From an optimization exercise on the open Yosys and OpenROAD flow, aimed at small area and a short achievable clock period; shortcuts taken in it are not production practice. No functional check of the RTL was part of any run shown here. Power is estimated from default activity; no workload was simulated.

==> flow/design.v (outline; a module is shown in full before it is edited, if it fits) <==
// module FloatingPointMultiplierSingle: 1153 lines
module FloatingPointMultiplierSingle (clk,reset,en,inputA,inputB,result, OF);
  // ...
==> flow/flow/run.sh <==
#!/bin/bash
# Standard ORFS layout with two changes: Yosys's generic ABC pass before
# full-adder extraction is skipped (SYNTH_ARGS=-noabc), so the hand-written
# adder tree maps to full-adder cells without extra inverters; and the port
# buffers are buf_4 cells instead of the default delay-buffer choice.
# Registers are unchanged. ORFS writes each tool's log under orfs/logs.
set -euo pipefail
bash standard.sh SYNTH_ARGS=-noabc "BUFFER_PORTS_ARGS=-buffer_cell sky130_fd_sc_hd__buf_4" finish > standard.log 2>&1
==> flow/standard.sh <==
#!/bin/bash
# synth_recipe.tcl (not shown) runs the flow's synth.tcl, then flattens the netlist and writes it again
# the make line also repeats each setting of config.mk as NAME=value (left out here)
make -C /OpenROAD-flow-scripts/flow DESIGN_CONFIG=/design/flow/config.mk WORK_HOME=/design/flow/orfs CLKGATE_MAP_FILE= SYNTH_SCRIPT=/design/flow/synth_recipe.tcl "${@:-finish}"
==> flow/config.mk <==
export PLATFORM = sky130hd
export DESIGN_NAME = FloatingPointMultiplierSingle
export DESIGN_NICKNAME = FloatingPointMultiplierSingle
export VERILOG_FILES = /design/flow/design.v
export SDC_FILE = /design/flow/constraint.sdc
export NUM_CORES = 4
export LEC_CHECK = 0
export CAP_MARGIN = 20
export CORE_MARGIN = 2
export CORE_UTILIZATION = 60
export PLACE_DENSITY = 0.7
export SETUP_SLACK_MARGIN = 5
export SLEW_MARGIN = 20
export TNS_END_PERCENT = 100
==> flow/constraint.sdc <==
create_clock -name core_clock -period 11.0 [get_ports {clk}]
set_input_delay 2.2000 -clock core_clock [delete_from_list [all_inputs] [get_ports {clk}]]
set_output_delay 2.2000 -clock core_clock [all_outputs]
set_load 0.01 [all_outputs]
==> results.py, run 1 <==
metrics = {
    "run_status": {
        "outcome": "complete, no violations",
    },
    "worst_setup_path": {
        "critical_path_cell_count": 14,
        "path_cells": "buf_4 -> ha_4 -> nand2b_2 -> inv_16 -> xnor2_1 -> fa_1 -> fa_2 -> fa_1 -> fa_1 -> ha_1 -> ha_1 -> and4_4 -> a21oi_2 -> o311ai_4",
    },
    "final_layout": {
        "clkbuf_count": 13,
        "fin_nets": 2401,
        "drive_gt1_share_pct": 12.94,
        "buffers": 137,
    },
    "detailed_routing": {
        "highest_layer": "met4",
        "first_iter_violations": 2028,
        "vias": 16230,
    },
    "place": {
        "place_congestion": 0.9144,
    },
    "worst_hold_path": {
        "hp-class": "flop to flop",
        "holdPathEnd": "result[23]",
    },
    "floorplanning": {
        "tapCellCount": 402,
        "core_um2": 31640,
    },
    "timing": {
        "hold_ws_ps": 463.8,
        "setup_viol": 0,
        "worst_pin_slew_ps": 988.6,
        "setup_tns_ps": 0,
        "hold_viol_final": 0,
    },
    "pwr": {
        "ir_drop_v": 0.0002000,
        "swShare_pct": 48.58,
        "p_comb_mw": 5.42,
        "power_density_nw_per_um2": 317.5,
        "combinationalPowerShare_pct": 80.4,
        "clkPwrFrac_pct": 4.8,
    },
    "synth": {
        "synthAdderAreaFrac_pct": 35.77,
        "syn_nets": 2416,
        "synth_compound_area_share_pct": 19.15,
        "yosysTopAreaCell": "fa_1",
        "synthFlopType": "edfxtp_1",
        "async_flop_share_pct": 0,
        "synth_area_leaders": "fa_1 (28%), xnor2_1 (13%), edfxtp_1 (12%), a22oi_1 (9.5%), ha_1 (8.2%)",
    },
    "clock_network": {
        "numCtsBuffers": 9,
    },
    "global_route": {
        "overflow": 0,
        "grt_pass1_vias": 16450,
    },
}
==> run 2: changes to the inputs <==
--- a/flow/design.v
+++ b/flow/design.v
@@ -357,6 +357,6 @@
 wire s309 = pp6 ^ pp29 ^ pp52;
 wire c310 = (pp6 & pp29) | (pp6 & pp52) | (pp29 & pp52);
-wire s311 = c306 ^ c308;
-wire c312 = c306 & c308;
+wire s311 = c308 ^ c306;
+wire c312 = c308 & c306;
 wire s313 = neg3 ^ pp7 ^ pp30;
 wire c314 = (neg3 & pp7) | (neg3 & pp30) | (pp7 & pp30);
@@ -369,6 +369,6 @@
 wire s321 = pp77 ^ c314 ^ s319;
 wire c322 = (pp77 & c314) | (pp77 & s319) | (c314 & s319);
-wire s323 = c316 ^ c318;
-wire c324 = c316 & c318;
+wire s323 = c318 ^ c316;
+wire c324 = c318 & c316;
 wire s325 = neg4 ^ pp9 ^ pp32;
 wire c326 = (neg4 & pp9) | (neg4 & pp32) | (pp9 & pp32);
@@ -383,8 +383,8 @@
 wire s335 = pp79 ^ pp102 ^ c326;
 wire c336 = (pp79 & pp102) | (pp79 & c326) | (pp102 & c326);
-wire s337 = c328 ^ s333 ^ s335;
-wire c338 = (c328 & s333) | (c328 & s335) | (s333 & s335);
-wire s339 = c330 ^ c332;
-wire c340 = c330 & c332;
+wire s337 = c328 ^ s333 ^ c330;
+wire c338 = (c328 & s333) | (c328 & c330) | (s333 & c330);
+wire s339 = s335 ^ c332;
+wire c340 = s335 & c332;
 wire s341 = neg5 ^ pp11 ^ pp34;
 wire c342 = (neg5 & pp11) | (neg5 & pp34) | (pp11 & pp34);
@@ -415,6 +415,6 @@
 wire s367 = c354 ^ s361 ^ s363;
 wire c368 = (c354 & s361) | (c354 & s363) | (s361 & s363);
-wire s369 = s365 ^ c356 ^ s367;
-wire c370 = (s365 & c356) | (s365 & s367) | (c356 & s367);
+wire s369 = c356 ^ s365 ^ s367;
+wire c370 = (c356 & s365) | (c356 & s367) | (s365 & s367);
 wire s371 = c358 ^ s369;
 wire c372 = c358 & s369;
@@ -427,6 +427,6 @@
 wire s379 = s373 ^ s375 ^ c366;
 wire c380 = (s373 & s375) | (s373 & c366) | (s375 & c366);
-wire s381 = s377 ^ c368 ^ s379;
-wire c382 = (s377 & c368) | (s377 & s379) | (c368 & s379);
+wire s381 = c368 ^ s377 ^ s379;
+wire c382 = (c368 & s377) | (c368 & s379) | (s377 & s379);
 wire s383 = c370 ^ c372;
 wire c384 = c370 & c372;
@@ -453,6 +453,6 @@
 wire s405 = c388 ^ c390 ^ s399;
 wire c406 = (c388 & c390) | (c388 & s399) | (c390 & s399);
-wire s407 = s401 ^ s403 ^ c392;
-wire c408 = (s401 & s403) | (s401 & c392) | (s403 & c392);
+wire s407 = s401 ^ c392 ^ s403;
+wire c408 = (s401 & c392) | (s401 & s403) | (c392 & s403);
 wire s409 = s405 ^ c394 ^ s407;
 wire c410 = (s405 & c394) | (s405 & s407) | (c394 & s407);
@@ -469,6 +469,6 @@
 wire s421 = s413 ^ s415 ^ s417;
 wire c422 = (s413 & s415) | (s413 & s417) | (s415 & s417);
-wire s423 = c404 ^ s419 ^ c406;
-wire c424 = (c404 & s419) | (c404 & c406) | (s419 & c406);
+wire s423 = c404 ^ c406 ^ s419;
+wire c424 = (c404 & c406) | (c404 & s419) | (c406 & s419);
 wire s425 = s421 ^ c408 ^ s423;
 wire c426 = (s421 & c408) | (s421 & s423) | (c408 & s423);
@@ -485,6 +485,6 @@
 wire s437 = s429 ^ s431 ^ s433;
 wire c438 = (s429 & s431) | (s429 & s433) | (s431 & s433);
-wire s439 = c420 ^ s435 ^ c422;
-wire c440 = (c420 & s435) | (c420 & c422) | (s435 & c422);
+wire s439 = c420 ^ c422 ^ s435;
+wire c440 = (c420 & c422) | (c420 & s435) | (c422 & s435);
 wire s441 = s437 ^ c424 ^ s439;
 wire c442 = (s437 & c424) | (s437 & s439) | (c424 & s439);
@@ -503,8 +503,8 @@
 wire s455 = s447 ^ s449 ^ c436;
 wire c456 = (s447 & s449) | (s447 & c436) | (s449 & c436);
-wire s457 = s451 ^ c438 ^ s453;
-wire c458 = (s451 & c438) | (s451 & s453) | (c438 & s453);
-wire s459 = s455 ^ c440 ^ s457;
-wire c460 = (s455 & c440) | (s455 & s457) | (c440 & s457);
+wire s457 = c438 ^ s451 ^ s453;
+wire c458 = (c438 & s451) | (c438 & s453) | (s451 & s453);
+wire s459 = c440 ^ s455 ^ s457;
+wire c460 = (c440 & s455) | (c440 & s457) | (s455 & s457);
 wire s461 = c442 ^ s459;
 wire c462 = c442 & s459;
@@ -519,8 +519,8 @@
 wire s471 = c450 ^ s463 ^ s465;
 wire c472 = (c450 & s463) | (c450 & s465) | (s463 & s465);
-wire s473 = s467 ^ c452 ^ s469;
-wire c474 = (s467 & c452) | (s467 & s469) | (c452 & s469);
-wire s475 = c454 ^ s471 ^ c456;
-wire c476 = (c454 & s471) | (c454 & c456) | (s471 & c456);
+wire s473 = s467 ^ c452 ^ c454;
+wire c474 = (s467 & c452) | (s467 & c454) | (c452 & c454);
+wire s475 = s469 ^ s471 ^ c456;
+wire c476 = (s469 & s471) | (s469 & c456) | (s471 & c456);
 wire s477 = c458 ^ s473 ^ s475;
 wire c478 = (c458 & s473) | (c458 & s475) | (s473 & s475);
@@ -539,8 +539,8 @@
 wire s491 = s481 ^ s483 ^ s485;
 wire c492 = (s481 & s483) | (s481 & s485) | (s483 & s485);
-wire s493 = s487 ^ c470 ^ s489;
-wire c494 = (s487 & c470) | (s487 & s489) | (c470 & s489);
-wire s495 = c472 ^ s491 ^ c474;
-wire c496 = (c472 & s491) | (c472 & c474) | (s491 & c474);
+wire s493 = s487 ^ c470 ^ c472;
+wire c494 = (s487 & c470) | (s487 & c472) | (c470 & c472);
+wire s495 = s489 ^ s491 ^ c474;
+wire c496 = (s489 & s491) | (s489 & c474) | (s491 & c474);
 wire s497 = s493 ^ c476 ^ s495;
 wire c498 = (s493 & c476) | (s493 & s495) | (c476 & s495);
@@ -559,8 +559,8 @@
 wire s511 = s501 ^ s503 ^ s505;
 wire c512 = (s501 & s503) | (s501 & s505) | (s503 & s505);
-wire s513 = c490 ^ s507 ^ s509;
-wire c514 = (c490 & s507) | (c490 & s509) | (s507 & s509);
-wire s515 = c492 ^ s511 ^ c494;
-wire c516 = (c492 & s511) | (c492 & c494) | (s511 & c494);
+wire s513 = c490 ^ c492 ^ s507;
+wire c514 = (c490 & c492) | (c490 & s507) | (c492 & s507);
+wire s515 = s509 ^ s511 ^ c494;
+wire c516 = (s509 & s511) | (s509 & c494) | (s511 & c494);
 wire s517 = s513 ^ c496 ^ s515;
 wire c518 = (s513 & c496) | (s513 & s515) | (c496 & s515);
@@ -581,8 +581,8 @@
 wire s533 = s525 ^ s527 ^ c508;
 wire c534 = (s525 & s527) | (s525 & c508) | (s527 & c508);
-wire s535 = c510 ^ s529 ^ c512;
-wire c536 = (c510 & s529) | (c510 & c512) | (s529 & c512);
-wire s537 = s531 ^ s533 ^ c514;
-wire c538 = (s531 & s533) | (s531 & c514) | (s533 & c514);
+wire s535 = c510 ^ c512 ^ s529;
+wire c536 = (c510 & c512) | (c510 & s529) | (c512 & s529);
+wire s537 = s531 ^ c514 ^ s533;
+wire c538 = (s531 & c514) | (s531 & s533) | (c514 & s533);
 wire s539 = s535 ^ c516 ^ s537;
 wire c540 = (s535 & c516) | (s535 & s537) | (c516 & s537);
@@ -603,8 +603,8 @@
 wire s555 = s547 ^ s549 ^ c530;
 wire c556 = (s547 & s549) | (s547 & c530) | (s549 & c530);
-wire s557 = s551 ^ c532 ^ s553;
-wire c558 = (s551 & c532) | (s551 & s553) | (c532 & s553);
-wire s559 = c534 ^ s555 ^ c536;
-wire c560 = (c534 & s555) | (c534 & c536) | (s555 & c536);
+wire s557 = c532 ^ s551 ^ s553;
+wire c558 = (c532 & s551) | (c532 & s553) | (s551 & s553);
+wire s559 = c534 ^ c536 ^ s555;
+wire c560 = (c534 & c536) | (c534 & s555) | (c536 & s555);
 wire s561 = s557 ^ c538 ^ s559;
 wire c562 = (s557 & c538) | (s557 & s559) | (c538 & s559);
@@ -625,12 +625,12 @@
 wire s577 = s567 ^ s569 ^ s571;
 wire c578 = (s567 & s569) | (s567 & s571) | (s569 & s571);
-wire s579 = c552 ^ s573 ^ c554;
-wire c580 = (c552 & s573) | (c552 & c554) | (s573 & c554);
+wire s579 = c552 ^ c554 ^ s573;
+wire c580 = (c552 & c554) | (c552 & s573) | (c554 & s573);
 wire s581 = s575 ^ s577 ^ c556;
 wire c582 = (s575 & s577) | (s575 & c556) | (s577 & c556);
 wire s583 = c558 ^ s579 ^ c560;
 wire c584 = (c558 & s579) | (c558 & c560) | (s579 & c560);
-wire s585 = s581 ^ c562 ^ s583;
-wire c586 = (s581 & c562) | (s581 & s583) | (c562 & s583);
+wire s585 = s581 ^ c562;
+wire c586 = s581 & c562;
 wire s587 = 1'b1 ^ ma[1] ^ ~neg0;
 wire c588 = (1'b1 & ma[1]) | (1'b1 & ~neg0) | (ma[1] & ~neg0);
@@ -649,8 +649,8 @@
 wire s601 = s593 ^ s595 ^ c574;
 wire c602 = (s593 & s595) | (s593 & c574) | (s595 & c574);
-wire s603 = s597 ^ c576 ^ c578;
-wire c604 = (s597 & c576) | (s597 & c578) | (c576 & c578);
-wire s605 = s599 ^ s601 ^ c580;
-wire c606 = (s599 & s601) | (s599 & c580) | (s601 & c580);
+wire s603 = c576 ^ c578 ^ s597;
+wire c604 = (c576 & c578) | (c576 & s597) | (c578 & s597);
+wire s605 = s599 ^ c580 ^ s601;
+wire c606 = (s599 & c580) | (s599 & s601) | (c580 & s601);
 wire s607 = s603 ^ c582 ^ s605;
 wire c608 = (s603 & c582) | (s603 & s605) | (c582 & s605);
@@ -671,150 +671,150 @@
 wire s623 = s613 ^ s615 ^ s617;
 wire c624 = (s613 & s615) | (s613 & s617) | (s615 & s617);
-wire s625 = c596 ^ c598 ^ s619;
-wire c626 = (c596 & c598) | (c596 & s619) | (c598 & s619);
-wire s627 = c600 ^ s621 ^ s623;
-wire c628 = (c600 & s621) | (c600 & s623) | (s621 & s623);
+wire s625 = c596 ^ c598 ^ c600;
+wire c626 = (c596 & c598) | (c596 & c600) | (c598 & c600);
+wire s627 = s619 ^ s621 ^ s623;
+wire c628 = (s619 & s621) | (s619 & s623) | (s621 & s623);
 wire s629 = c602 ^ c604 ^ s625;
 wire c630 = (c602 & c604) | (c602 & s625) | (c604 & s625);
 wire s631 = s627 ^ c606 ^ s629;
 wire c632 = (s627 & c606) | (s627 & s629) | (c606 & s629);
-wire s633 = c608 ^ s631;
-wire c634 = c608 & s631;
-wire s635 = ma[3] ^ ~neg1 ^ pp74;
-wire c636 = (ma[3] & ~neg1) | (ma[3] & pp74) | (~neg1 & pp74);
-wire s637 = pp97 ^ pp120 ^ pp143;
-wire c638 = (pp97 & pp120) | (pp97 & pp143) | (pp120 & pp143);
-wire s639 = pp166 ^ pp189 ^ pp212;
-wire c640 = (pp166 & pp189) | (pp166 & pp212) | (pp189 & pp212);
-wire s641 = pp235 ^ pp258 ^ pp281;
-wire c642 = (pp235 & pp258) | (pp235 & pp281) | (pp258 & pp281);
-wire s643 = c612 ^ c614 ^ c616;
-wire c644 = (c612 & c614) | (c612 & c616) | (c614 & c616);
-wire s645 = c618 ^ s635 ^ s637;
-wire c646 = (c618 & s635) | (c618 & s637) | (s635 & s637);
-wire s647 = s639 ^ s641 ^ c620;
-wire c648 = (s639 & s641) | (s639 & c620) | (s641 & c620);
-wire s649 = s643 ^ c622 ^ c624;
-wire c650 = (s643 & c622) | (s643 & c624) | (c622 & c624);
-wire s651 = s645 ^ s647 ^ c626;
-wire c652 = (s645 & s647) | (s645 & c626) | (s647 & c626);
-wire s653 = c628 ^ s649 ^ c630;
-wire c654 = (c628 & s649) | (c628 & c630) | (s649 & c630);
-wire s655 = s651 ^ c632 ^ s653;
-wire c656 = (s651 & c632) | (s651 & s653) | (c632 & s653);
-wire s657 = 1'b1 ^ ma[4] ^ pp75;
-wire c658 = (1'b1 & ma[4]) | (1'b1 & pp75) | (ma[4] & pp75);
-wire s659 = pp98 ^ pp121 ^ pp144;
-wire c660 = (pp98 & pp121) | (pp98 & pp144) | (pp121 & pp144);
-wire s661 = pp167 ^ pp190 ^ pp213;
-wire c662 = (pp167 & pp190) | (pp167 & pp213) | (pp190 & pp213);
-wire s663 = pp236 ^ pp259 ^ pp282;
-wire c664 = (pp236 & pp259) | (pp236 & pp282) | (pp259 & pp282);
-wire s665 = c636 ^ c638 ^ c640;
-wire c666 = (c636 & c638) | (c636 & c640) | (c638 & c640);
-wire s667 = c642 ^ s657 ^ s659;
-wire c668 = (c642 & s657) | (c642 & s659) | (s657 & s659);
-wire s669 = s661 ^ s663 ^ c644;
-wire c670 = (s661 & s663) | (s661 & c644) | (s663 & c644);
-wire s671 = s665 ^ c646 ^ s667;
-wire c672 = (s665 & c646) | (s665 & s667) | (c646 & s667);
-wire s673 = c648 ^ s669 ^ c650;
-wire c674 = (c648 & s669) | (c648 & c650) | (s669 & c650);
-wire s675 = s671 ^ c652 ^ s673;
-wire c676 = (s671 & c652) | (s671 & s673) | (c652 & s673);
-wire s677 = c654 ^ s675;
-wire c678 = c654 & s675;
-wire s679 = ma[5] ^ ~neg2 ^ pp99;
-wire c680 = (ma[5] & ~neg2) | (ma[5] & pp99) | (~neg2 & pp99);
-wire s681 = pp122 ^ pp145 ^ pp168;
-wire c682 = (pp122 & pp145) | (pp122 & pp168) | (pp145 & pp168);
-wire s683 = pp191 ^ pp214 ^ pp237;
-wire c684 = (pp191 & pp214) | (pp191 & pp237) | (pp214 & pp237);
-wire s685 = pp260 ^ pp283 ^ c658;
-wire c686 = (pp260 & pp283) | (pp260 & c658) | (pp283 & c658);
-wire s687 = c660 ^ c662 ^ c664;
-wire c688 = (c660 & c662) | (c660 & c664) | (c662 & c664);
-wire s689 = s679 ^ s681 ^ s683;
-wire c690 = (s679 & s681) | (s679 & s683) | (s681 & s683);
-wire s691 = c666 ^ s685 ^ s687;
-wire c692 = (c666 & s685) | (c666 & s687) | (s685 & s687);
-wire s693 = c668 ^ s689 ^ c670;
-wire c694 = (c668 & s689) | (c668 & c670) | (s689 & c670);
-wire s695 = c672 ^ s691 ^ c674;
-wire c696 = (c672 & s691) | (c672 & c674) | (s691 & c674);
-wire s697 = s693 ^ c676 ^ s695;
-wire c698 = (s693 & c676) | (s693 & s695) | (c676 & s695);
-wire s699 = 1'b1 ^ ma[6] ^ pp100;
-wire c700 = (1'b1 & ma[6]) | (1'b1 & pp100) | (ma[6] & pp100);
-wire s701 = pp123 ^ pp146 ^ pp169;
-wire c702 = (pp123 & pp146) | (pp123 & pp169) | (pp146 & pp169);
-wire s703 = pp192 ^ pp215 ^ pp238;
-wire c704 = (pp192 & pp215) | (pp192 & pp238) | (pp215 & pp238);
-wire s705 = pp261 ^ pp284 ^ c680;
-wire c706 = (pp261 & pp284) | (pp261 & c680) | (pp284 & c680);
-wire s707 = c682 ^ c684 ^ s699;
-wire c708 = (c682 & c684) | (c682 & s699) | (c684 & s699);
-wire s709 = s701 ^ s703 ^ c686;
-wire c710 = (s701 & s703) | (s701 & c686) | (s703 & c686);
-wire s711 = c688 ^ s705 ^ c690;
-wire c712 = (c688 & s705) | (c688 & c690) | (s705 & c690);
-wire s713 = s707 ^ s709 ^ c692;
-wire c714 = (s707 & s709) | (s707 & c692) | (s709 & c692);
-wire s715 = s711 ^ c694 ^ s713;
-wire c716 = (s711 & c694) | (s711 & s713) | (c694 & s713);
-wire s717 = c696 ^ s715;
-wire c718 = c696 & s715;
-wire s719 = ma[7] ^ ~neg3 ^ pp124;
-wire c720 = (ma[7] & ~neg3) | (ma[7] & pp124) | (~neg3 & pp124);
-wire s721 = pp147 ^ pp170 ^ pp193;
-wire c722 = (pp147 & pp170) | (pp147 & pp193) | (pp170 & pp193);
-wire s723 = pp216 ^ pp239 ^ pp262;
-wire c724 = (pp216 & pp239) | (pp216 & pp262) | (pp239 & pp262);
-wire s725 = pp285 ^ c700 ^ c702;
-wire c726 = (pp285 & c700) | (pp285 & c702) | (c700 & c702);
-wire s727 = c704 ^ s719 ^ s721;
-wire c728 = (c704 & s719) | (c704 & s721) | (s719 & s721);
-wire s729 = s723 ^ c706 ^ s725;
-wire c730 = (s723 & c706) | (s723 & s725) | (c706 & s725);
-wire s731 = c708 ^ s727 ^ c710;
-wire c732 = (c708 & s727) | (c708 & c710) | (s727 & c710);
-wire s733 = c712 ^ s729 ^ c714;
-wire c734 = (c712 & s729) | (c712 & c714) | (s729 & c714);
-wire s735 = s731 ^ c716 ^ s733;
-wire c736 = (s731 & c716) | (s731 & s733) | (c716 & s733);
-wire s737 = 1'b1 ^ ma[8] ^ pp125;
-wire c738 = (1'b1 & ma[8]) | (1'b1 & pp125) | (ma[8] & pp125);
-wire s739 = pp148 ^ pp171 ^ pp194;
-wire c740 = (pp148 & pp171) | (pp148 & pp194) | (pp171 & pp194);
-wire s741 = pp217 ^ pp240 ^ pp263;
-wire c742 = (pp217 & pp240) | (pp217 & pp263) | (pp240 & pp263);
-wire s743 = pp286 ^ c720 ^ c722;
-wire c744 = (pp286 & c720) | (pp286 & c722) | (c720 & c722);
-wire s745 = c724 ^ s737 ^ s739;
-wire c746 = (c724 & s737) | (c724 & s739) | (s737 & s739);
-wire s747 = s741 ^ c726 ^ s743;
-wire c748 = (s741 & c726) | (s741 & s743) | (c726 & s743);
-wire s749 = c728 ^ s745 ^ c730;
-wire c750 = (c728 & s745) | (c728 & c730) | (s745 & c730);
-wire s751 = s747 ^ c732 ^ s749;
-wire c752 = (s747 & c732) | (s747 & s749) | (c732 & s749);
-wire s753 = c734 ^ s751;
-wire c754 = c734 & s751;
-wire s755 = ma[9] ^ ~neg4 ^ pp149;
-wire c756 = (ma[9] & ~neg4) | (ma[9] & pp149) | (~neg4 & pp149);
-wire s757 = pp172 ^ pp195 ^ pp218;
-wire c758 = (pp172 & pp195) | (pp172 & pp218) | (pp195 & pp218);
-wire s759 = pp241 ^ pp264 ^ pp287;
-wire c760 = (pp241 & pp264) | (pp241 & pp287) | (pp264 & pp287);
-wire s761 = c738 ^ c740 ^ c742;
-wire c762 = (c738 & c740) | (c738 & c742) | (c740 & c742);
-wire s763 = s755 ^ s757 ^ s759;
-wire c764 = (s755 & s757) | (s755 & s759) | (s757 & s759);
-wire s765 = c744 ^ s761 ^ c746;
-wire c766 = (c744 & s761) | (c744 & c746) | (s761 & c746);
-wire s767 = s763 ^ c748 ^ s765;
-wire c768 = (s763 & c748) | (s763 & s765) | (c748 & s765);
-wire s769 = c750 ^ s767 ^ c752;
-wire c770 = (c750 & s767) | (c750 & c752) | (s767 & c752);
+wire s633 = ma[3] ^ ~neg1 ^ pp74;
+wire c634 = (ma[3] & ~neg1) | (ma[3] & pp74) | (~neg1 & pp74);
+wire s635 = pp97 ^ pp120 ^ pp143;
+wire c636 = (pp97 & pp120) | (pp97 & pp143) | (pp120 & pp143);
+wire s637 = pp166 ^ pp189 ^ pp212;
+wire c638 = (pp166 & pp189) | (pp166 & pp212) | (pp189 & pp212);
+wire s639 = pp235 ^ pp258 ^ pp281;
+wire c640 = (pp235 & pp258) | (pp235 & pp281) | (pp258 & pp281);
+wire s641 = c612 ^ c614 ^ c616;
+wire c642 = (c612 & c614) | (c612 & c616) | (c614 & c616);
+wire s643 = c618 ^ s633 ^ s635;
+wire c644 = (c618 & s633) | (c618 & s635) | (s633 & s635);
+wire s645 = s637 ^ s639 ^ c620;
+wire c646 = (s637 & s639) | (s637 & c620) | (s639 & c620);
+wire s647 = c622 ^ c624 ^ s641;
+wire c648 = (c622 & c624) | (c622 & s641) | (c624 & s641);
+wire s649 = s643 ^ c626 ^ s645;
+wire c650 = (s643 & c626) | (s643 & s645) | (c626 & s645);
+wire s651 = c628 ^ s647 ^ c630;
+wire c652 = (c628 & s647) | (c628 & c630) | (s647 & c630);
+wire s653 = s649 ^ c632;
+wire c654 = s649 & c632;
+wire s655 = 1'b1 ^ ma[4] ^ pp75;
+wire c656 = (1'b1 & ma[4]) | (1'b1 & pp75) | (ma[4] & pp75);
+wire s657 = pp98 ^ pp121 ^ pp144;
+wire c658 = (pp98 & pp121) | (pp98 & pp144) | (pp121 & pp144);
+wire s659 = pp167 ^ pp190 ^ pp213;
+wire c660 = (pp167 & pp190) | (pp167 & pp213) | (pp190 & pp213);
+wire s661 = pp236 ^ pp259 ^ pp282;
+wire c662 = (pp236 & pp259) | (pp236 & pp282) | (pp259 & pp282);
+wire s663 = c634 ^ c636 ^ c638;
+wire c664 = (c634 & c636) | (c634 & c638) | (c636 & c638);
+wire s665 = c640 ^ s655 ^ s657;
+wire c666 = (c640 & s655) | (c640 & s657) | (s655 & s657);
+wire s667 = s659 ^ s661 ^ c642;
+wire c668 = (s659 & s661) | (s659 & c642) | (s661 & c642);
+wire s669 = c644 ^ s663 ^ s665;
+wire c670 = (c644 & s663) | (c644 & s665) | (s663 & s665);
+wire s671 = c646 ^ c648 ^ s667;
+wire c672 = (c646 & c648) | (c646 & s667) | (c648 & s667);
+wire s673 = s669 ^ c650 ^ s671;
+wire c674 = (s669 & c650) | (s669 & s671) | (c650 & s671);
+wire s675 = c652 ^ s673;
+wire c676 = c652 & s673;
+wire s677 = ma[5] ^ ~neg2 ^ pp99;
+wire c678 = (ma[5] & ~neg2) | (ma[5] & pp99) | (~neg2 & pp99);
+wire s679 = pp122 ^ pp145 ^ pp168;
+wire c680 = (pp122 & pp145) | (pp122 & pp168) | (pp145 & pp168);
+wire s681 = pp191 ^ pp214 ^ pp237;
+wire c682 = (pp191 & pp214) | (pp191 & pp237) | (pp214 & pp237);
+wire s683 = pp260 ^ pp283 ^ c656;
+wire c684 = (pp260 & pp283) | (pp260 & c656) | (pp283 & c656);
+wire s685 = c658 ^ c660 ^ c662;
+wire c686 = (c658 & c660) | (c658 & c662) | (c660 & c662);
+wire s687 = s677 ^ s679 ^ s681;
+wire c688 = (s677 & s679) | (s677 & s681) | (s679 & s681);
+wire s689 = c664 ^ c666 ^ s683;
+wire c690 = (c664 & c666) | (c664 & s683) | (c666 & s683);
+wire s691 = s685 ^ s687 ^ c668;
+wire c692 = (s685 & s687) | (s685 & c668) | (s687 & c668);
+wire s693 = c670 ^ s689 ^ c672;
+wire c694 = (c670 & s689) | (c670 & c672) | (s689 & c672);
+wire s695 = s691 ^ c674;
+wire c696 = s691 & c674;
+wire s697 = 1'b1 ^ ma[6] ^ pp100;
+wire c698 = (1'b1 & ma[6]) | (1'b1 & pp100) | (ma[6] & pp100);
+wire s699 = pp123 ^ pp146 ^ pp169;
+wire c700 = (pp123 & pp146) | (pp123 & pp169) | (pp146 & pp169);
+wire s701 = pp192 ^ pp215 ^ pp238;
+wire c702 = (pp192 & pp215) | (pp192 & pp238) | (pp215 & pp238);
+wire s703 = pp261 ^ pp284 ^ c678;
+wire c704 = (pp261 & pp284) | (pp261 & c678) | (pp284 & c678);
+wire s705 = c680 ^ c682 ^ s697;
+wire c706 = (c680 & c682) | (c680 & s697) | (c682 & s697);
+wire s707 = s699 ^ s701 ^ c684;
+wire c708 = (s699 & s701) | (s699 & c684) | (s701 & c684);
+wire s709 = c686 ^ c688 ^ s703;
+wire c710 = (c686 & c688) | (c686 & s703) | (c688 & s703);
+wire s711 = s705 ^ c690 ^ s707;
+wire c712 = (s705 & c690) | (s705 & s707) | (c690 & s707);
+wire s713 = s709 ^ c692 ^ s711;
+wire c714 = (s709 & c692) | (s709 & s711) | (c692 & s711);
+wire s715 = c694 ^ s713;
+wire c716 = c694 & s713;
+wire s717 = ma[7] ^ ~neg3 ^ pp124;
+wire c718 = (ma[7] & ~neg3) | (ma[7] & pp124) | (~neg3 & pp124);
+wire s719 = pp147 ^ pp170 ^ pp193;
+wire c720 = (pp147 & pp170) | (pp147 & pp193) | (pp170 & pp193);
+wire s721 = pp216 ^ pp239 ^ pp262;
+wire c722 = (pp216 & pp239) | (pp216 & pp262) | (pp239 & pp262);
+wire s723 = pp285 ^ c698 ^ c700;
+wire c724 = (pp285 & c698) | (pp285 & c700) | (c698 & c700);
+wire s725 = c702 ^ s717 ^ s719;
+wire c726 = (c702 & s717) | (c702 & s719) | (s717 & s719);
+wire s727 = s721 ^ c704 ^ c706;
+wire c728 = (s721 & c704) | (s721 & c706) | (c704 & c706);
+wire s729 = s723 ^ s725 ^ c708;
+wire c730 = (s723 & s725) | (s723 & c708) | (s725 & c708);
+wire s731 = c710 ^ s727 ^ c712;
+wire c732 = (c710 & s727) | (c710 & c712) | (s727 & c712);
+wire s733 = s729 ^ c714;
+wire c734 = s729 & c714;
+wire s735 = 1'b1 ^ ma[8] ^ pp125;
+wire c736 = (1'b1 & ma[8]) | (1'b1 & pp125) | (ma[8] & pp125);
+wire s737 = pp148 ^ pp171 ^ pp194;
+wire c738 = (pp148 & pp171) | (pp148 & pp194) | (pp171 & pp194);
+wire s739 = pp217 ^ pp240 ^ pp263;
+wire c740 = (pp217 & pp240) | (pp217 & pp263) | (pp240 & pp263);
+wire s741 = pp286 ^ c718 ^ c720;
+wire c742 = (pp286 & c718) | (pp286 & c720) | (c718 & c720);
+wire s743 = c722 ^ s735 ^ s737;
+wire c744 = (c722 & s735) | (c722 & s737) | (s735 & s737);
+wire s745 = s739 ^ c724 ^ c726;
+wire c746 = (s739 & c724) | (s739 & c726) | (c724 & c726);
+wire s747 = s741 ^ s743 ^ c728;
+wire c748 = (s741 & s743) | (s741 & c728) | (s743 & c728);
+wire s749 = s745 ^ c730 ^ s747;
+wire c750 = (s745 & c730) | (s745 & s747) | (c730 & s747);
+wire s751 = c732 ^ s749;
+wire c752 = c732 & s749;
+wire s753 = ma[9] ^ ~neg4 ^ pp149;
+wire c754 = (ma[9] & ~neg4) | (ma[9] & pp149) | (~neg4 & pp149);
+wire s755 = pp172 ^ pp195 ^ pp218;
+wire c756 = (pp172 & pp195) | (pp172 & pp218) | (pp195 & pp218);
+wire s757 = pp241 ^ pp264 ^ pp287;
+wire c758 = (pp241 & pp264) | (pp241 & pp287) | (pp264 & pp287);
+wire s759 = c736 ^ c738 ^ c740;
+wire c760 = (c736 & c738) | (c736 & c740) | (c738 & c740);
+wire s761 = s753 ^ s755 ^ s757;
+wire c762 = (s753 & s755) | (s753 & s757) | (s755 & s757);
+wire s763 = c742 ^ c744 ^ s759;
+wire c764 = (c742 & c744) | (c742 & s759) | (c744 & s759);
+wire s765 = s761 ^ c746 ^ s763;
+wire c766 = (s761 & c746) | (s761 & s763) | (c746 & s763);
+wire s767 = c748 ^ s765;
+wire c768 = c748 & s765;
+wire s769 = s767 ^ c750;
+wire c770 = s767 & c750;
 wire s771 = 1'b1 ^ ma[10] ^ pp150;
 wire c772 = (1'b1 & ma[10]) | (1'b1 & pp150) | (ma[10] & pp150);
@@ -823,14 +823,14 @@
 wire s775 = pp242 ^ pp265 ^ pp288;
 wire c776 = (pp242 & pp265) | (pp242 & pp288) | (pp265 & pp288);
-wire s777 = c756 ^ c758 ^ c760;
-wire c778 = (c756 & c758) | (c756 & c760) | (c758 & c760);
+wire s777 = c754 ^ c756 ^ c758;
+wire c778 = (c754 & c756) | (c754 & c758) | (c756 & c758);
 wire s779 = s771 ^ s773 ^ s775;
 wire c780 = (s771 & s773) | (s771 & s775) | (s773 & s775);
-wire s781 = c762 ^ s777 ^ c764;
-wire c782 = (c762 & s777) | (c762 & c764) | (s777 & c764);
-wire s783 = s779 ^ c766 ^ s781;
-wire c784 = (s779 & c766) | (s779 & s781) | (c766 & s781);
-wire s785 = c768 ^ s783;
-wire c786 = c768 & s783;
+wire s781 = c760 ^ c762 ^ s777;
+wire c782 = (c760 & c762) | (c760 & s777) | (c762 & s777);
+wire s783 = s779 ^ c764 ^ s781;
+wire c784 = (s779 & c764) | (s779 & s781) | (c764 & s781);
+wire s785 = c766 ^ s783 ^ c768;
+wire c786 = (c766 & s783) | (c766 & c768) | (s783 & c768);
 wire s787 = ma[11] ^ ~neg5 ^ pp174;
 wire c788 = (ma[11] & ~neg5) | (ma[11] & pp174) | (~neg5 & pp174);
@@ -841,8 +841,8 @@
 wire s793 = c774 ^ c776 ^ s787;
 wire c794 = (c774 & c776) | (c774 & s787) | (c776 & s787);
-wire s795 = s789 ^ c778 ^ s791;
-wire c796 = (s789 & c778) | (s789 & s791) | (c778 & s791);
-wire s797 = c780 ^ s793 ^ c782;
-wire c798 = (c780 & s793) | (c780 & c782) | (s793 & c782);
+wire s795 = s789 ^ c778 ^ c780;
+wire c796 = (s789 & c778) | (s789 & c780) | (c778 & c780);
+wire s797 = s791 ^ s793 ^ c782;
+wire c798 = (s791 & s793) | (s791 & c782) | (s793 & c782);
 wire s799 = s795 ^ c784 ^ s797;
 wire c800 = (s795 & c784) | (s795 & s797) | (c784 & s797);
@@ -855,6 +855,6 @@
 wire s807 = c790 ^ s801 ^ s803;
 wire c808 = (c790 & s801) | (c790 & s803) | (s801 & s803);
-wire s809 = c792 ^ s805 ^ c794;
-wire c810 = (c792 & s805) | (c792 & c794) | (s805 & c794);
+wire s809 = c792 ^ c794 ^ s805;
+wire c810 = (c792 & c794) | (c792 & s805) | (c794 & s805);
 wire s811 = s807 ^ c796 ^ s809;
 wire c812 = (s807 & c796) | (s807 & s809) | (c796 & s809);
@@ -869,8 +869,8 @@
 wire s821 = s815 ^ s817 ^ c806;
 wire c822 = (s815 & s817) | (s815 & c806) | (s817 & c806);
-wire s823 = s819 ^ c808 ^ s821;
-wire c824 = (s819 & c808) | (s819 & s821) | (c808 & s821);
-wire s825 = c810 ^ s823 ^ c812;
-wire c826 = (c810 & s823) | (c810 & c812) | (s823 & c812);
+wire s823 = c808 ^ s819 ^ c810;
+wire c824 = (c808 & s819) | (c808 & c810) | (s819 & c810);
+wire s825 = s821 ^ c812 ^ s823;
+wire c826 = (s821 & c812) | (s821 & s823) | (c812 & s823);
 wire s827 = 1'b1 ^ ma[14] ^ pp200;
 wire c828 = (1'b1 & ma[14]) | (1'b1 & pp200) | (ma[14] & pp200);
@@ -909,8 +909,8 @@
 wire s861 = pp272 ^ pp295 ^ c850;
 wire c862 = (pp272 & pp295) | (pp272 & c850) | (pp295 & c850);
-wire s863 = c852 ^ s859 ^ s861;
-wire c864 = (c852 & s859) | (c852 & s861) | (s859 & s861);
-wire s865 = c854 ^ c856 ^ s863;
-wire c866 = (c854 & c856) | (c854 & s863) | (c856 & s863);
+wire s863 = c852 ^ s859 ^ c854;
+wire c864 = (c852 & s859) | (c852 & c854) | (s859 & c854);
+wire s865 = s861 ^ c856 ^ s863;
+wire c866 = (s861 & c856) | (s861 & s863) | (c856 & s863);
 wire s867 = 1'b1 ^ ma[18] ^ pp250;
 wire c868 = (1'b1 & ma[18]) | (1'b1 & pp250) | (ma[18] & pp250);
@@ -943,5 +943,5 @@
 wire s895 = ma[23] ^ ~neg11 ^ c892;
 wire c896 = (ma[23] & ~neg11) | (ma[23] & c892) | (~neg11 & c892);
-wire [63:0] pp_bits = {s895, c894, s893, c890, s889, c886, s885, c880, s879, c874, s873, c866, s865, c858, s857, c848, s847, c838, s837, c826, s825, c814, s813, c800, s799, c786, s785, c770, s769, c754, s753, c736, s735, c718, s717, c698, s697, c678, s677, c656, s655, c634, s633, c610, s609, c586, s585, c564, s563, c542, s541, c520, s519, c500, s499, c480, s479, s477, s461, c444, s443, c428, s427, c412};
+wire [67:0] pp_bits = {s895, c894, s893, c890, s889, c886, s885, c880, s879, c874, s873, c866, s865, c858, s857, c848, s847, c838, s837, c826, s825, c814, s813, c800, s799, c786, s785, c770, s769, c752, s751, c734, s733, c716, s731, s715, c696, s695, c676, s693, s675, c654, s653, s651, s631, c610, c608, s609, c586, s585, c564, s583, s563, c542, s541, c520, s519, c500, s499, c480, s479, s477, s461, c444, s443, c428, s427, c412};
 wire [15:0] low0 = {c398, c384, s381, c360, c350, s347, s337, c324, s321, s315, s309, s305, c302, pp26, pp2, pp1};
 wire [15:0] low1 = {s411, s397, s383, s371, s359, s349, s339, s331, s323, s317, s311, s307, s303, s301, 1'b0, neg0};
@@ -962,5 +962,5 @@
 wire nan = (zf & inf) | (~a_mz & a_ef) | (~b_mz & b_ef);
 wire [1:0] cls = nan ? 2'b10 : zf ? 2'b00 : inf ? 2'b01 : 2'b11;
-reg [63:0] q_pp;
+reg [67:0] q_pp;
 reg q_cK, q_sticky, q_sign, q_of0, q_of1;
 reg [7:0] q_e0;
@@ -979,175 +979,224 @@
   end
 end
-wire [31:0] row0 = {q_pp[62], q_pp[60], q_pp[58], q_pp[56], q_pp[54], q_pp[52], q_pp[50], q_pp[48], q_pp[46], q_pp[44], q_pp[42], q_pp[40], q_pp[38], q_pp[36], q_pp[34], q_pp[32], q_pp[30], q_pp[28], q_pp[26], q_pp[24], q_pp[22], q_pp[20], q_pp[18], q_pp[16], q_pp[14], q_pp[12], q_pp[10], q_pp[8], q_pp[6], q_pp[4], q_pp[2], q_pp[0]};
-wire [31:0] row1 = {q_pp[63], q_pp[61], q_pp[59], q_pp[57], q_pp[55], q_pp[53], q_pp[51], q_pp[49], q_pp[47], q_pp[45], q_pp[43], q_pp[41], q_pp[39], q_pp[37], q_pp[35], q_pp[33], q_pp[31], q_pp[29], q_pp[27], q_pp[25], q_pp[23], q_pp[21], q_pp[19], q_pp[17], q_pp[15], q_pp[13], q_pp[11], q_pp[9], q_pp[7], q_pp[5], q_pp[3], q_pp[1]};
+wire s897 = q_pp[16] ^ q_pp[17];
+wire c898 = q_pp[16] & q_pp[17];
+wire s899 = q_pp[19] ^ q_pp[20];
+wire c900 = q_pp[19] & q_pp[20];
+wire s901 = q_pp[21] ^ q_pp[22] ^ q_pp[23];
+wire c902 = (q_pp[21] & q_pp[22]) | (q_pp[21] & q_pp[23]) | (q_pp[22] & q_pp[23]);
+wire s903 = q_pp[24] ^ q_pp[25];
+wire c904 = q_pp[24] & q_pp[25];
+wire s905 = q_pp[26] ^ q_pp[27];
+wire c906 = q_pp[26] & q_pp[27];
+wire s907 = q_pp[28] ^ q_pp[29] ^ q_pp[30];
+wire c908 = (q_pp[28] & q_pp[29]) | (q_pp[28] & q_pp[30]) | (q_pp[29] & q_pp[30]);
+wire s909 = q_pp[31] ^ q_pp[32];
+wire c910 = q_pp[31] & q_pp[32];
+wire s911 = q_pp[33] ^ q_pp[34] ^ q_pp[35];
+wire c912 = (q_pp[33] & q_pp[34]) | (q_pp[33] & q_pp[35]) | (q_pp[34] & q_pp[35]);
+wire s913 = q_pp[36] ^ q_pp[37];
+wire c914 = q_pp[36] & q_pp[37];
+wire s915 = q_pp[38] ^ q_pp[39];
+wire c916 = q_pp[38] & q_pp[39];
+wire s917 = q_pp[40] ^ q_pp[41];
+wire c918 = q_pp[40] & q_pp[41];
+wire s919 = q_pp[42] ^ q_pp[43];
+wire c920 = q_pp[42] & q_pp[43];
+wire s921 = q_pp[44] ^ q_pp[45];
+wire c922 = q_pp[44] & q_pp[45];
+wire s923 = q_pp[46] ^ q_pp[47];
+wire c924 = q_pp[46] & q_pp[47];
+wire s925 = q_pp[48] ^ q_pp[49];
+wire c926 = q_pp[48] & q_pp[49];
+wire s927 = q_pp[50] ^ q_pp[51];
+wire c928 = q_pp[50] & q_pp[51];
+wire s929 = q_pp[52] ^ q_pp[53];
+wire c930 = q_pp[52] & q_pp[53];
+wire s931 = q_pp[54] ^ q_pp[55];
+wire c932 = q_pp[54] & q_pp[55];
+wire s933 = q_pp[56] ^ q_pp[57];
+wire c934 = q_pp[56] & q_pp[57];
+wire s935 = q_pp[58] ^ q_pp[59];
+wire c936 = q_pp[58] & q_pp[59];
+wire s937 = q_pp[60] ^ q_pp[61];
+wire c938 = q_pp[60] & q_pp[61];
+wire s939 = q_pp[62] ^ q_pp[63];
+wire c940 = q_pp[62] & q_pp[63];
+wire s941 = q_pp[64] ^ q_pp[65];
+wire c942 = q_pp[64] & q_pp[65];
+wire s943 = q_pp[66] ^ q_pp[67];
+wire c944 = q_pp[66] & q_pp[67];
+wire [31:0] row0 = {c942, c940, c938, c936, c934, c932, c930, c928, c926, c924, c922, c920, c918, c916, c914, c912, c910, c908, c906, c904, c902, c900, c898, q_pp[18], q_pp[14], q_pp[12], q_pp[10], q_pp[8], q_pp[6], q_pp[4], q_pp[2], q_pp[0]};
+wire [31:0] row1 = {s943, s941, s939, s937, s935, s933, s931, s929, s927, s925, s923, s921, s919, s917, s915, s913, s911, s909, s907, s905, s903, s901, s899, s897, q_pp[15], q_pp[13], q_pp[11], q_pp[9], q_pp[7], q_pp[5], q_pp[3], q_pp[1]};
 wire [31:0] ag = row0 & row1;
 wire [31:0] ap = row0 ^ row1;
-wire G897 = ag[0] | (ap[0] & q_cK);
-wire Pg898 = ap[0] & 1'b0;
-wire G899 = ag[2] | (ap[2] & ag[1]);
-wire Pg900 = ap[2] & ap[1];
-wire G901 = ag[4] | (ap[4] & ag[3]);
-wire Pg902 = ap[4] & ap[3];
-wire G903 = ag[6] | (ap[6] & ag[5]);
-wire Pg904 = ap[6] & ap[5];
-wire G905 = ag[8] | (ap[8] & ag[7]);
-wire Pg906 = ap[8] & ap[7];
-wire G907 = ag[10] | (ap[10] & ag[9]);
-wire Pg908 = ap[10] & ap[9];
-wire G909 = ag[12] | (ap[12] & ag[11]);
-wire Pg910 = ap[12] & ap[11];
-wire G911 = ag[14] | (ap[14] & ag[13]);
-wire Pg912 = ap[14] & ap[13];
-wire G913 = ag[16] | (ap[16] & ag[15]);
-wire Pg914 = ap[16] & ap[15];
-wire G915 = ag[18] | (ap[18] & ag[17]);
-wire Pg916 = ap[18] & ap[17];
-wire G917 = ag[20] | (ap[20] & ag[19]);
-wire Pg918 = ap[20] & ap[19];
-wire G919 = ag[22] | (ap[22] & ag[21]);
-wire Pg920 = ap[22] & ap[21];
-wire G921 = ag[24] | (ap[24] & ag[23]);
-wire Pg922 = ap[24] & ap[23];
-wire G923 = ag[26] | (ap[26] & ag[25]);
-wire Pg924 = ap[26] & ap[25];
-wire G925 = ag[28] | (ap[28] & ag[27]);
-wire Pg926 = ap[28] & ap[27];
-wire G927 = ag[30] | (ap[30] & ag[29]);
-wire Pg928 = ap[30] & ap[29];
-wire G929 = G899 | (Pg900 & G897);
-wire Pg930 = Pg900 & Pg898;
-wire G931 = G903 | (Pg904 & G901);
-wire Pg932 = Pg904 & Pg902;
-wire G933 = G907 | (Pg908 & G905);
-wire Pg934 = Pg908 & Pg906;
-wire G935 = G911 | (Pg912 & G909);
-wire Pg936 = Pg912 & Pg910;
-wire G937 = G915 | (Pg916 & G913);
-wire Pg938 = Pg916 & Pg914;
-wire G939 = G919 | (Pg920 & G917);
-wire Pg940 = Pg920 & Pg918;
-wire G941 = G923 | (Pg924 & G921);
-wire Pg942 = Pg924 & Pg922;
-wire G943 = G927 | (Pg928 & G925);
-wire Pg944 = Pg928 & Pg926;
-wire G945 = G931 | (Pg932 & G929);
-wire Pg946 = Pg932 & Pg930;
-wire G947 = G935 | (Pg936 & G933);
-wire Pg948 = Pg936 & Pg934;
-wire G949 = G939 | (Pg940 & G937);
-wire Pg950 = Pg940 & Pg938;
-wire G951 = G943 | (Pg944 & G941);
-wire Pg952 = Pg944 & Pg942;
-wire G953 = G947 | (Pg948 & G945);
-wire Pg954 = Pg948 & Pg946;
-wire G955 = G951 | (Pg952 & G949);
-wire Pg956 = Pg952 & Pg950;
-wire G957 = G955 | (Pg956 & G953);
-wire Pg958 = Pg956 & Pg954;
-wire G959 = G949 | (Pg950 & G953);
-wire Pg960 = Pg950 & Pg954;
-wire G961 = G933 | (Pg934 & G945);
-wire Pg962 = Pg934 & Pg946;
-wire G963 = G937 | (Pg938 & G953);
-wire Pg964 = Pg938 & Pg954;
-wire G965 = G941 | (Pg942 & G959);
-wire Pg966 = Pg942 & Pg960;
-wire G967 = G901 | (Pg902 & G929);
-wire Pg968 = Pg902 & Pg930;
-wire G969 = G905 | (Pg906 & G945);
-wire Pg970 = Pg906 & Pg946;
-wire G971 = G909 | (Pg910 & G961);
-wire Pg972 = Pg910 & Pg962;
-wire G973 = G913 | (Pg914 & G953);
-wire Pg974 = Pg914 & Pg954;
-wire G975 = G917 | (Pg918 & G963);
-wire Pg976 = Pg918 & Pg964;
-wire G977 = G921 | (Pg922 & G959);
-wire Pg978 = Pg922 & Pg960;
-wire G979 = G925 | (Pg926 & G965);
-wire Pg980 = Pg926 & Pg966;
-wire G981 = ag[1] | (ap[1] & G897);
-wire Pg982 = ap[1] & Pg898;
-wire G983 = ag[3] | (ap[3] & G929);
-wire Pg984 = ap[3] & Pg930;
-wire G985 = ag[5] | (ap[5] & G967);
-wire Pg986 = ap[5] & Pg968;
-wire G987 = ag[7] | (ap[7] & G945);
-wire Pg988 = ap[7] & Pg946;
-wire G989 = ag[9] | (ap[9] & G969);
-wire Pg990 = ap[9] & Pg970;
-wire G991 = ag[11] | (ap[11] & G961);
-wire Pg992 = ap[11] & Pg962;
-wire G993 = ag[13] | (ap[13] & G971);
-wire Pg994 = ap[13] & Pg972;
-wire G995 = ag[15] | (ap[15] & G953);
-wire Pg996 = ap[15] & Pg954;
-wire G997 = ag[17] | (ap[17] & G973);
-wire Pg998 = ap[17] & Pg974;
-wire G999 = ag[19] | (ap[19] & G963);
-wire Pg1000 = ap[19] & Pg964;
-wire G1001 = ag[21] | (ap[21] & G975);
-wire Pg1002 = ap[21] & Pg976;
-wire G1003 = ag[23] | (ap[23] & G959);
-wire Pg1004 = ap[23] & Pg960;
-wire G1005 = ag[25] | (ap[25] & G977);
-wire Pg1006 = ap[25] & Pg978;
-wire G1007 = ag[27] | (ap[27] & G965);
-wire Pg1008 = ap[27] & Pg966;
-wire G1009 = ag[29] | (ap[29] & G979);
-wire Pg1010 = ap[29] & Pg980;
-wire [31:0] carry = {G957, G1009, G979, G1007, G965, G1005, G977, G1003, G959, G1001, G975, G999, G963, G997, G973, G995, G953, G993, G971, G991, G961, G989, G969, G987, G945, G985, G967, G983, G929, G981, G897, q_cK};
+wire G945 = ag[0] | (ap[0] & q_cK);
+wire Pg946 = ap[0] & 1'b0;
+wire G947 = ag[2] | (ap[2] & ag[1]);
+wire Pg948 = ap[2] & ap[1];
+wire G949 = ag[4] | (ap[4] & ag[3]);
+wire Pg950 = ap[4] & ap[3];
+wire G951 = ag[6] | (ap[6] & ag[5]);
+wire Pg952 = ap[6] & ap[5];
+wire G953 = ag[8] | (ap[8] & ag[7]);
+wire Pg954 = ap[8] & ap[7];
+wire G955 = ag[10] | (ap[10] & ag[9]);
+wire Pg956 = ap[10] & ap[9];
+wire G957 = ag[12] | (ap[12] & ag[11]);
+wire Pg958 = ap[12] & ap[11];
+wire G959 = ag[14] | (ap[14] & ag[13]);
+wire Pg960 = ap[14] & ap[13];
+wire G961 = ag[16] | (ap[16] & ag[15]);
+wire Pg962 = ap[16] & ap[15];
+wire G963 = ag[18] | (ap[18] & ag[17]);
+wire Pg964 = ap[18] & ap[17];
+wire G965 = ag[20] | (ap[20] & ag[19]);
+wire Pg966 = ap[20] & ap[19];
+wire G967 = ag[22] | (ap[22] & ag[21]);
+wire Pg968 = ap[22] & ap[21];
+wire G969 = ag[24] | (ap[24] & ag[23]);
+wire Pg970 = ap[24] & ap[23];
+wire G971 = ag[26] | (ap[26] & ag[25]);
+wire Pg972 = ap[26] & ap[25];
+wire G973 = ag[28] | (ap[28] & ag[27]);
+wire Pg974 = ap[28] & ap[27];
+wire G975 = ag[30] | (ap[30] & ag[29]);
+wire Pg976 = ap[30] & ap[29];
+wire G977 = G947 | (Pg948 & G945);
+wire Pg978 = Pg948 & Pg946;
+wire G979 = G951 | (Pg952 & G949);
+wire Pg980 = Pg952 & Pg950;
+wire G981 = G955 | (Pg956 & G953);
+wire Pg982 = Pg956 & Pg954;
+wire G983 = G959 | (Pg960 & G957);
+wire Pg984 = Pg960 & Pg958;
+wire G985 = G963 | (Pg964 & G961);
+wire Pg986 = Pg964 & Pg962;
+wire G987 = G967 | (Pg968 & G965);
+wire Pg988 = Pg968 & Pg966;
+wire G989 = G971 | (Pg972 & G969);
+wire Pg990 = Pg972 & Pg970;
+wire G991 = G975 | (Pg976 & G973);
+wire Pg992 = Pg976 & Pg974;
+wire G993 = G979 | (Pg980 & G977);
+wire Pg994 = Pg980 & Pg978;
+wire G995 = G983 | (Pg984 & G981);
+wire Pg996 = Pg984 & Pg982;
+wire G997 = G987 | (Pg988 & G985);
+wire Pg998 = Pg988 & Pg986;
+wire G999 = G991 | (Pg992 & G989);
+wire Pg1000 = Pg992 & Pg990;
+wire G1001 = G995 | (Pg996 & G993);
+wire Pg1002 = Pg996 & Pg994;
+wire G1003 = G999 | (Pg1000 & G997);
+wire Pg1004 = Pg1000 & Pg998;
+wire G1005 = G1003 | (Pg1004 & G1001);
+wire Pg1006 = Pg1004 & Pg1002;
+wire G1007 = G997 | (Pg998 & G1001);
+wire Pg1008 = Pg998 & Pg1002;
+wire G1009 = G981 | (Pg982 & G993);
+wire Pg1010 = Pg982 & Pg994;
+wire G1011 = G985 | (Pg986 & G1001);
+wire Pg1012 = Pg986 & Pg1002;
+wire G1013 = G989 | (Pg990 & G1007);
+wire Pg1014 = Pg990 & Pg1008;
+wire G1015 = G949 | (Pg950 & G977);
+wire Pg1016 = Pg950 & Pg978;
+wire G1017 = G953 | (Pg954 & G993);
+wire Pg1018 = Pg954 & Pg994;
+wire G1019 = G957 | (Pg958 & G1009);
+wire Pg1020 = Pg958 & Pg1010;
+wire G1021 = G961 | (Pg962 & G1001);
+wire Pg1022 = Pg962 & Pg1002;
+wire G1023 = G965 | (Pg966 & G1011);
+wire Pg1024 = Pg966 & Pg1012;
+wire G1025 = G969 | (Pg970 & G1007);
+wire Pg1026 = Pg970 & Pg1008;
+wire G1027 = G973 | (Pg974 & G1013);
+wire Pg1028 = Pg974 & Pg1014;
+wire G1029 = ag[1] | (ap[1] & G945);
+wire Pg1030 = ap[1] & Pg946;
+wire G1031 = ag[3] | (ap[3] & G977);
+wire Pg1032 = ap[3] & Pg978;
+wire G1033 = ag[5] | (ap[5] & G1015);
+wire Pg1034 = ap[5] & Pg1016;
+wire G1035 = ag[7] | (ap[7] & G993);
+wire Pg1036 = ap[7] & Pg994;
+wire G1037 = ag[9] | (ap[9] & G1017);
+wire Pg1038 = ap[9] & Pg1018;
+wire G1039 = ag[11] | (ap[11] & G1009);
+wire Pg1040 = ap[11] & Pg1010;
+wire G1041 = ag[13] | (ap[13] & G1019);
+wire Pg1042 = ap[13] & Pg1020;
+wire G1043 = ag[15] | (ap[15] & G1001);
+wire Pg1044 = ap[15] & Pg1002;
+wire G1045 = ag[17] | (ap[17] & G1021);
+wire Pg1046 = ap[17] & Pg1022;
+wire G1047 = ag[19] | (ap[19] & G1011);
+wire Pg1048 = ap[19] & Pg1012;
+wire G1049 = ag[21] | (ap[21] & G1023);
+wire Pg1050 = ap[21] & Pg1024;
+wire G1051 = ag[23] | (ap[23] & G1007);
+wire Pg1052 = ap[23] & Pg1008;
+wire G1053 = ag[25] | (ap[25] & G1025);
+wire Pg1054 = ap[25] & Pg1026;
+wire G1055 = ag[27] | (ap[27] & G1013);
+wire Pg1056 = ap[27] & Pg1014;
+wire G1057 = ag[29] | (ap[29] & G1027);
+wire Pg1058 = ap[29] & Pg1028;
+wire [31:0] carry = {G1005, G1057, G1027, G1055, G1013, G1053, G1025, G1051, G1007, G1049, G1023, G1047, G1011, G1045, G1021, G1043, G1001, G1041, G1019, G1039, G1009, G1037, G1017, G1035, G993, G1033, G1015, G1031, G977, G1029, G945, q_cK};
 wire [31:0] P = ap ^ carry;   
 wire n = P[31];
 wire [22:0] m_sel = n ? P[30:8] : P[29:7];
 wire m_inc = n ? (P[7] & q_sticky) : P[6];
-wire Ap1011 = m_sel[1] & m_sel[0];
-wire Ap1012 = m_sel[3] & m_sel[2];
-wire Ap1013 = m_sel[5] & m_sel[4];
-wire Ap1014 = m_sel[7] & m_sel[6];
-wire Ap1015 = m_sel[9] & m_sel[8];
-wire Ap1016 = m_sel[11] & m_sel[10];
-wire Ap1017 = m_sel[13] & m_sel[12];
-wire Ap1018 = m_sel[15] & m_sel[14];
-wire Ap1019 = m_sel[17] & m_sel[16];
-wire Ap1020 = m_sel[19] & m_sel[18];
-wire Ap1021 = m_sel[21] & m_sel[20];
-wire Ap1022 = Ap1012 & Ap1011;
-wire Ap1023 = Ap1014 & Ap1013;
-wire Ap1024 = Ap1016 & Ap1015;
-wire Ap1025 = Ap1018 & Ap1017;
-wire Ap1026 = Ap1020 & Ap1019;
-wire Ap1027 = Ap1023 & Ap1022;
-wire Ap1028 = Ap1025 & Ap1024;
-wire Ap1029 = Ap1028 & Ap1027;
-wire Ap1030 = Ap1024 & Ap1027;
-wire Ap1031 = Ap1026 & Ap1029;
-wire Ap1032 = Ap1013 & Ap1022;
-wire Ap1033 = Ap1015 & Ap1027;
-wire Ap1034 = Ap1017 & Ap1030;
-wire Ap1035 = Ap1019 & Ap1029;
-wire Ap1036 = Ap1021 & Ap1031;
-wire Ap1037 = m_sel[2] & Ap1011;
-wire Ap1038 = m_sel[4] & Ap1022;
-wire Ap1039 = m_sel[6] & Ap1032;
-wire Ap1040 = m_sel[8] & Ap1027;
-wire Ap1041 = m_sel[10] & Ap1033;
-wire Ap1042 = m_sel[12] & Ap1030;
-wire Ap1043 = m_sel[14] & Ap1034;
-wire Ap1044 = m_sel[16] & Ap1029;
-wire Ap1045 = m_sel[18] & Ap1035;
-wire Ap1046 = m_sel[20] & Ap1031;
-wire [22:0] ones = {Ap1036, Ap1046, Ap1031, Ap1045, Ap1035, Ap1044, Ap1029, Ap1043, Ap1034, Ap1042, Ap1030, Ap1041, Ap1033, Ap1040, Ap1027, Ap1039, Ap1032, Ap1038, Ap1022, Ap1037, Ap1011, m_sel[0], 1'b1};
+wire Ap1059 = m_sel[1] & m_sel[0];
+wire Ap1060 = m_sel[3] & m_sel[2];
+wire Ap1061 = m_sel[5] & m_sel[4];
+wire Ap1062 = m_sel[7] & m_sel[6];
+wire Ap1063 = m_sel[9] & m_sel[8];
+wire Ap1064 = m_sel[11] & m_sel[10];
+wire Ap1065 = m_sel[13] & m_sel[12];
+wire Ap1066 = m_sel[15] & m_sel[14];
+wire Ap1067 = m_sel[17] & m_sel[16];
+wire Ap1068 = m_sel[19] & m_sel[18];
+wire Ap1069 = m_sel[21] & m_sel[20];
+wire Ap1070 = Ap1060 & Ap1059;
+wire Ap1071 = Ap1062 & Ap1061;
+wire Ap1072 = Ap1064 & Ap1063;
+wire Ap1073 = Ap1066 & Ap1065;
+wire Ap1074 = Ap1068 & Ap1067;
+wire Ap1075 = Ap1071 & Ap1070;
+wire Ap1076 = Ap1073 & Ap1072;
+wire Ap1077 = Ap1076 & Ap1075;
+wire Ap1078 = Ap1072 & Ap1075;
+wire Ap1079 = Ap1074 & Ap1077;
+wire Ap1080 = Ap1061 & Ap1070;
+wire Ap1081 = Ap1063 & Ap1075;
+wire Ap1082 = Ap1065 & Ap1078;
+wire Ap1083 = Ap1067 & Ap1077;
+wire Ap1084 = Ap1069 & Ap1079;
+wire Ap1085 = m_sel[2] & Ap1059;
+wire Ap1086 = m_sel[4] & Ap1070;
+wire Ap1087 = m_sel[6] & Ap1080;
+wire Ap1088 = m_sel[8] & Ap1075;
+wire Ap1089 = m_sel[10] & Ap1081;
+wire Ap1090 = m_sel[12] & Ap1078;
+wire Ap1091 = m_sel[14] & Ap1082;
+wire Ap1092 = m_sel[16] & Ap1077;
+wire Ap1093 = m_sel[18] & Ap1083;
+wire Ap1094 = m_sel[20] & Ap1079;
+wire [22:0] ones = {Ap1084, Ap1094, Ap1079, Ap1093, Ap1083, Ap1092, Ap1077, Ap1091, Ap1082, Ap1090, Ap1078, Ap1089, Ap1081, Ap1088, Ap1075, Ap1087, Ap1080, Ap1086, Ap1070, Ap1085, Ap1059, m_sel[0], 1'b1};
 wire [22:0] mant = m_sel ^ ({23{m_inc}} & ones);
 wire [7:0] expo = q_e0 + n;
 wire normal = q_cls == 2'b11;
 assign OF = normal & (n ? q_of1 : q_of0);
+wire [1:0] r_cls = reset ? 2'b00 : q_cls;
+wire r_normal = r_cls == 2'b11;
 wire [31:0] O;
-assign O[31] = q_sign;
-assign O[30:23] = normal ? expo : (q_cls == 2'b00 ? 8'h00 : 8'hff);
-assign O[22:0] = normal ? mant : (q_cls == 2'b10 ? 23'h7fffff : 23'h0);
+assign O[31] = q_sign & ~reset;
+assign O[30:23] = r_normal ? expo : (r_cls == 2'b00 ? 8'h00 : 8'hff);
+assign O[22:0] = r_normal ? mant : (r_cls == 2'b10 ? 23'h7fffff : 23'h0);
 always @(posedge clk) begin
-  if (reset) result <= 32'd0;
-  else if (en) result <= O;
+  if (en | reset) result <= O;
 end
 endmodule
==> flow/flow/run.sh (replaced) <==
#!/bin/bash
# Standard ORFS layout with two changes: Yosys's generic ABC pass before
# full-adder extraction is skipped (SYNTH_ARGS=-noabc), so the hand-written
# adder tree maps to full-adder cells without extra inverters; and the port
# buffers are buf_2 cells instead of the default delay-buffer choice.
# Registers are unchanged. ORFS writes each tool's log under orfs/logs.
set -euo pipefail
bash standard.sh SYNTH_ARGS=-noabc "BUFFER_PORTS_ARGS=-buffer_cell sky130_fd_sc_hd__buf_2" finish > standard.log 2>&1
--- a/flow/config.mk
+++ b/flow/config.mk
@@ -8,6 +8,6 @@
 export CAP_MARGIN = 20
 export CORE_MARGIN = 2
-export CORE_UTILIZATION = 60
-export PLACE_DENSITY = 0.7
+export CORE_UTILIZATION = 45
+export CTS_BUF_LIST = sky130_fd_sc_hd__clkbuf_4 sky130_fd_sc_hd__clkbuf_8
 export SETUP_SLACK_MARGIN = 5
 export SLEW_MARGIN = 20
==> results.py, run 2 <==
metrics = {
    "synth": {
        "yosysTopAreaCell": "fa_1",
        "synth_area_leaders": "fa_1 (27%), edfxtp_1 (17%), xnor2_1 (13%), ha_1 (9.7%), a22oi_1 (9.3%)",
        "synthTopCellsByCount": "xnor2_1 (287), fa_1 (264), a22oi_1 (242)",
        "syn_inst": 1891,
        "async_flop_share_pct": 0,
        "synth_warnings": 1,
        "synthFlopType": "edfxtp_1",
        "yosysUniqueCellTypes": 67,
        "yosysMostFrequentCell": "xnor2_1",
        "syn_nets": 2373,
    },
    "floorplanning": {
        "start_util_pct": 45.41,
        "rows": 76,
        "fp.dieW_um": 212.0,
        "core_um2": 42890,
        "die_h_um": 212.0,
    },
    "final_layout": {
        "fin_nets": 2385,
        "largestRegisters": "q_pp: 68 flops, result: 32 flops, q_e0: 8 flops",
        "final_cell_mix": "xnor2_1 (286), fa_1 (258), a22oi_1 (241), ha_1 (144), edfxtp_1 (112)",
        "syn2layout_area_growth_pct": 10.49,
        "drive_gt1_share_pct": 13.15,
        "antenna_cells": 0,
        "largest-register": "q_pp",
    },
    "detailed_routing": {
        "wl_um": 62770,
        "vias_per_cell": 6.243,
        "ant_nets": 0,
        "first_iter_violations": 1775,
        "vias": 15610,
        "routedWlPerCell_um": 25.10,
    },
    "worst_setup_path": {
        "rrSetupSlack_ps": 5480,
        "path_cells": "buf_2 -> inv_1 -> nand3_1 -> o21ai_0 -> fa_1 -> fa_1 -> fa_1 -> fa_1 -> fa_1 -> ha_1",
        "cp_max_fo": 26,
        "critical_path_cell_count": 10,
        "endpoint_kind": "flop",
        "arrival_ps": 6160,
        "crit_required_ps": 11200,
        "path_class": "input pin to flop",
        "r2r_start": "q_pp[0]",
        "worstSetupStartpointType": "input pin",
        "r2r_end": "result[21]",
        "crit_start": "inputA[22]",
    },
    "pwr": {
        "swShare_pct": 49.75,
        "ir_drop_v": 0.0002051,
        "p_seq_share_pct": 14.3,
        "power_density_nw_per_um2": 330.3,
        "combinationalPowerShare_pct": 80.1,
        "clkPwrFrac_pct": 5.6,
    },
    "global_route": {
        "grt_pass1_vias": 16030,
        "overflow": 0,
        "grt_pass1_wl_um": 92850,
    },
    "timing": {
        "rsz0062_at_grt": "yes",
        "hold_viol_final": 0,
        "worst_pin_slew_ps": 813.6,
        "setup_tns_ps": 0,
        "slew_headroom_pct": 45.68,
        "slew_viol_final": 0,
        "fin_crit_sh_pct": 54.26,
        "setup_viol": 0,
        "finClkSkew_ps": 22.67,
        "setup_slack_ps": 5032,
        "finalCriticalPeriod_ps": 5968,
    },
    "run": {
        "cap_violations": 0,
    },
    "clock_network": {
        "insertion_delay_ps": 470,
        "numCtsBuffers": 17,
        "cts_sinks": 115,
        "cts-root-buf": "clkbuf_8",
        "clock_path_buffers": 2,
        "path_clk_slew_ps": 80,
    },
    "place": {
        "post-place-ws_ps": 3560,
        "place_congestion": 0.8819,
    },
    "worst_hold_path": {
        "hp-class": "flop to flop",
    },
    "run_status": {
        "outcome": "complete, no violations",
    },
}
run 2: cell types whose count changed after synthesis, moves of 7 or more:
cell / change
ha_1: +24
xor2_1: +8
nor3_1: -10
o21ai_0: +7
dfxtp_1: -32
nand2_1: -22
o211ai_1: -11
a21oi_1: -24
clkbuf_1: -9
a21o_1: -15
edfxtp_1: +36
nand2b_1: +9
run 2: how the worst min path moves through the flow:
| stage | from | end | cells past startpoint |
|---|---|---|---|
| global route | q_sign | q_sign | 2 |
| global placement | q_sign | q_sign | 2 |
| CTS | q_sign | q_sign | 2 |
| detailed placement | q_sign | q_sign | 2 |
| floorplan | q_sign | q_sign | 2 |
| finish | q_sign | q_sign | 2 |
run 2: power by group through the flow:
stage | Combinational (mW) | Sequential, mW | Clock [mW]
2_1_floorplan | 4.03 | 1.02 | 0
3_3_place_gp | 5.34 | 1.03 | 0
3_5_place_dp | 5.49 | 1.03 | 0
4_1_cts | 5.60 | 1.02 | 0.411
5_1_grt | 6.45 | 1.03 | 0.428
6_report | 5.69 | 1.01 | 0.400
run 2: routing by layer:
layer / routed length, um / track usage (%) / share of wire (%) / up-vias
li1: - / - / - / 6761
met1: 25120 / 35.23 / 40 / 7670
met2: 27930 / 42.93 / 44 / 968
met3: 6770 / 6.440 / 11 / 214
met4: 2948 / 12.38 / 4.7 / 0
met5: 0 / 0 / 0 / -
run 2: kinds of logic (layout without fill, tap and decap cells):
logic type               after synthesis  after routing  synth area share, %
AO/OA/AOI/OAI                        453            456                16.56
adder cells (fa/ha/maj)              415            415                36.84
XOR/XNOR                             325            325                14.62
AND/OR/NAND/NOR                      282            283                7.421
buffers and inverters                266            287                5.178
flip-flops                           115            115                17.58
multiplexers                          35             35                1.805
run 2: timing repair:
action	CTS	global route
setup buffers	8	16
endpoints found under the hold margin	0	0
gates resized for setup	46	75
cloned	4	9
endpoints found under the setup margin	46	24
pin swaps	5	14
run 2: worst reg2reg max path: cells and delay by family, from the launching register on:
kind,cells,cell delay [ps]
compound gates,7,1770
fa+ha+maj,2,720
flops,1,390
simple gates,8,2020
xor+xnor,2,340
run 2: area by class of cell:
class	instances	area, um2
Multi-Input combinational cell	1514	15360
Timing Repair Buffer	144	1003
Fill cell	3886	21370
Clock buffer	18	241.5
Sequential cell	115	3423
Inverter	105	551.8
Timing Repair inverter	6	55.05
Tap cell	585	732.0
Clock inverter	14	153.9
run 2: per-stage QoR:
stage	instances	utilization (%)	area, um2	power, mW	hold slack (ps)
global route	2501	50.18	21520	7.912	523.9
floorplan	1891	-	19710	5.052	458.8
CTS	2476	49.09	21050	7.026	496.6
detailed placement	2432	47.37	20320	6.514	481.9
global placement	2432	47.37	20310	6.366	469.2
finish	2501	50.18	21520	7.108	490.2

Re-timed with assumed drivers on the ports (clkbuf_16 on the clock, buf_2 on other inputs), run 2 has 5.052 ns of setup slack against 5.032 ns with ideal ports, and 4.553 ns once port delays also move by the mid clock arrival of 0.499 ns.
